This design comes from an exercise in tuning for small area, a short achievable clock period and few clock cycles on the open sky130 flow, not from production work.
Only simulation tests tie the RTL to the original design; equivalence was not proved.
Power is estimated from default activity; no workload was simulated.

==> inputs of job 199 <==
==> flow/design.v (excerpt) <==
module LASER (
input CLK,
input RST,
input [3:0] X,
input [3:0] Y,
output reg [3:0] C1X,
output reg [3:0] C1Y,
output reg [3:0] C2X,
output reg [3:0] C2Y,
output DONE);
localparam NR = 19;      
localparam PC = 16;      
reg        inph;         
reg [5:0]  cnt;          
reg        wv;           
reg [3:0]  Xr, Yr;       
reg [4:0]  wo;           
reg        s1;           
reg        sb;           
reg [4:0]  y1;           
reg [4:0]  yb;           
reg        v2, v3;       
reg [3:0]  y2, y3;       
reg        fb, f2;       
reg        done_r;
reg        turn, changed, first;
reg [3:0]  NX, NY;
reg [5:0]  C1Max, C2Max, AllMax;
reg [5:0]  kadd;         
assign DONE = done_r;
wire st = inph & (cnt == 6'd0);      
reg [15:0] ring [0:NR-1];
wire [5:0] wsum = {2'b00, Yr} + {1'b0, wo};
wire [4:0] wrow = (wsum >= 6'd19) ? wsum - 6'd19 : wsum[4:0];
wire [15:0] wcol = 16'd1 << Xr;
integer p;
always @(posedge CLK) begin
	for (p = 0; p < NR; p = p + 1)
		ring[p] <= (st ? 16'd0 : ring[(p + 1) % NR]) |
		           ((wv && wrow == p) ? wcol : 16'd0);
end
function [3:0] dcls;
	input integer v;
	integer av;
	begin
		av = (v < 0) ? -v : v;
		dcls = {av <= 4, av <= 3, av <= 2, av == 0};
	end
endfunction
reg [15:0] cu0, cu2, cu3, cu4;
reg [9:0]  rv0, rv2, rv3, rv4;
function [15:0] oh16;
	input [3:0] v;
	oh16 = 16'd1 << v;
endfunction
function [63:0] cucls;
	input [15:0] nh;
	integer c, j;
	reg [15:0] k0, k2, k3, k4;
	begin
		for (c = 0; c < 16; c = c + 1) begin
			k0[c] = nh[c];
			k2[c] = 1'b0; k3[c] = 1'b0; k4[c] = 1'b0;
			for (j = 0; j < 16; j = j + 1) begin
				if (j - c <= 2 && c - j <= 2) k2[c] = k2[c] | nh[j];
  ...
export LEC_CHECK = 0
export CAP_MARGIN = 50
export CORE_MARGIN = 2
export CORE_UTILIZATION = 55
export SLEW_MARGIN = 70
export SYNTH_HIERARCHICAL = 1
create_clock -name core_clock -period 10.0 [get_ports {CLK}]
run.sh (not shown) runs the stock make flow with config.mk's settings and CLKGATE_MAP_FILE= SYNTH_SCRIPT=/design/flow/synth_recipe.tcl, a recipe that flattens the netlist after the stock synthesis.
==> job 8835: changes against job 199 <==
--- a/flow/config.mk
+++ b/flow/config.mk
@@ -6,7 +6,7 @@
 export NUM_CORES = 4
 export LEC_CHECK = 0
-export CAP_MARGIN = 50
+export CAP_MARGIN = 20
 export CORE_MARGIN = 2
 export CORE_UTILIZATION = 55
-export SLEW_MARGIN = 70
+export SLEW_MARGIN = 20
 export SYNTH_HIERARCHICAL = 1
==> qor summary <==
quantity	job 8835	job 199
Vias per cell	6.39	6.35
Outcome	timing/DRC/antenna clean	timing/DRC/antenna clean
Non-CTS buffers	83	115
Met1 track utilization from global routing	0.503	0.501
Number of buffers created by CTS	100	101
Skew final	0.0411 ns	0.0300 ns
CP required	10.63 ns	10.59 ns
Post-CTS clock slew at the launch and capture registers of the worst setup and hold paths	0.06 ns	0.07 ns
Power per cell area	194 nW/um^2	193 nW/um^2
Power in sequential cells	4.90 mW	4.93 mW
Worst-case headroom to the max-slew limit	0.277	0.668
Sequential power share	0.408	0.406
Cell count along the critical path	12	10
Dpl ws	5.60 ns	5.70 ns
Detailed-route wire length on metal 1	81600 um	81400 um
Avg WL per Cell	29.5 um	29.4 um
Critical path capture point	cu4[10]	tot2[77]
End point of the most critical hold path	k15[0]	k15[8]
First-pass GRT wire length	282000 um	283000 um
Comb. pwr	3.06 mW	3.24 mW
Testbench counts of job 199, summed over its fixed seeds: cycles 11,430.
Testbench counts of job 8835, summed over its fixed seeds: cycles 11,430.

========
==> run B: inputs <==
LASER again, from the RTL that the note above started with.
clock: 10.0 ns
lec_check: 0
cap_margin: 80
core_margin: 2
core_utilization: 55
slew_margin: 90
synth_hierarchical: 1
==> run M: changes against run B <==
Settings changed: CAP_MARGIN 80 to 40, SLEW_MARGIN 90 to 60.
==> run C: changes against run B <==
Settings changed: CAP_MARGIN 80 to 40, CORE_UTILIZATION 55 to 62, SLEW_MARGIN 90 to 60.
==> metrics.md <==
| Metric | Value |
|---|---|
| Cell Count Post-Placement | `6183` |
| Largest net degree at the start of global routing | `84` |
| Global route overflow | `0` |
| Met3 usage | `between 10% and 20%` |
| Met1 Resource Use GR | `53.6%` |
| DP Wirelength | `151000 um` |
| # resized after CTS | `0` |
| Setup Fix Bufs, Post-CTS | `0` |
| Total CTS buffers | `98` |
| GRT Util Overall | `39.7%` |
| GR Layer Usage met2 | `roughly three fifths` |
| Outcome | `complete, no violations` |
The numbers above come from run C.

==> metrics.md <==
| Metric | Value |
|---|---|
| Met1 Resource Use GR | `50.5%` |
| Outcome | `complete, no violations` |
| Global route overflow | `0` |
| DP Wirelength | `156000 um` |
| Met3 usage | `8.70%` |
| Largest net degree at the start of global routing | `106` |
| GR Layer Usage met2 | `55.4%` |
| # resized after CTS | `0` |
The numbers above come from run M.

==> metrics.md <==
| Metric | Value |
|---|---|
| DP Wirelength | `about 240000 um` |
| GR Layer Usage met2 | `90.4%` |
| Largest net degree at the start of global routing | `22` |
| Outcome | `stopped before the end` |
| Setup Fix Bufs, Post-CTS | `33` |
| Met3 usage | `59.5%` |
| GRT Util Overall | `73.4%` |
| Met1 Resource Use GR | `73.7%` |
| First Err | `[ERROR GRT-0116] Global routing finished with congestion. Check the congestion regions in the DRC Viewer.` |
| Last stage reached | `5_1_grt` |
| Total CTS buffers | `99` |
| Post-synthesis simple-gate area fraction | `9.98%` |
The numbers above come from run B.

Testbench counts of run B, summed over its fixed seeds: cycles 11,430.
Testbench counts of run M, summed over its fixed seeds: cycles 11,430.
Testbench counts of run C, summed over its fixed seeds: cycles 11,430.

-- afterwards: timing with drivers on the ports --
Ports are ideal in the flow. The routed layouts listed here were re-timed in OpenROAD. Step 1 sets driving cells, clkbuf_16 on the clock port and buf_2 on the other inputs (assumed; they add their load-dependent delay and slew). Step 2, shift: input delay + t, output delay - t, t = (earliest + latest rising clock arrival at the registers) / 2. This alone moves slack from input paths to output paths. Slacks: no drivers / after step 1 / after step 2; pairs: no drivers / after step 1.
run	t (ns)	slack for setup (ns)	cell pins on the clock port's net
job 199	0.747	5.676 / 5.676 / 5.676	1
job 8835	0.777	5.466 / 5.466 / 5.466	1
run M	0.789	5.720 / 5.720 / 5.720	1
run C	0.743	5.777 / 5.777 / 5.777	1
After both steps setup and hold are still met in every run listed.
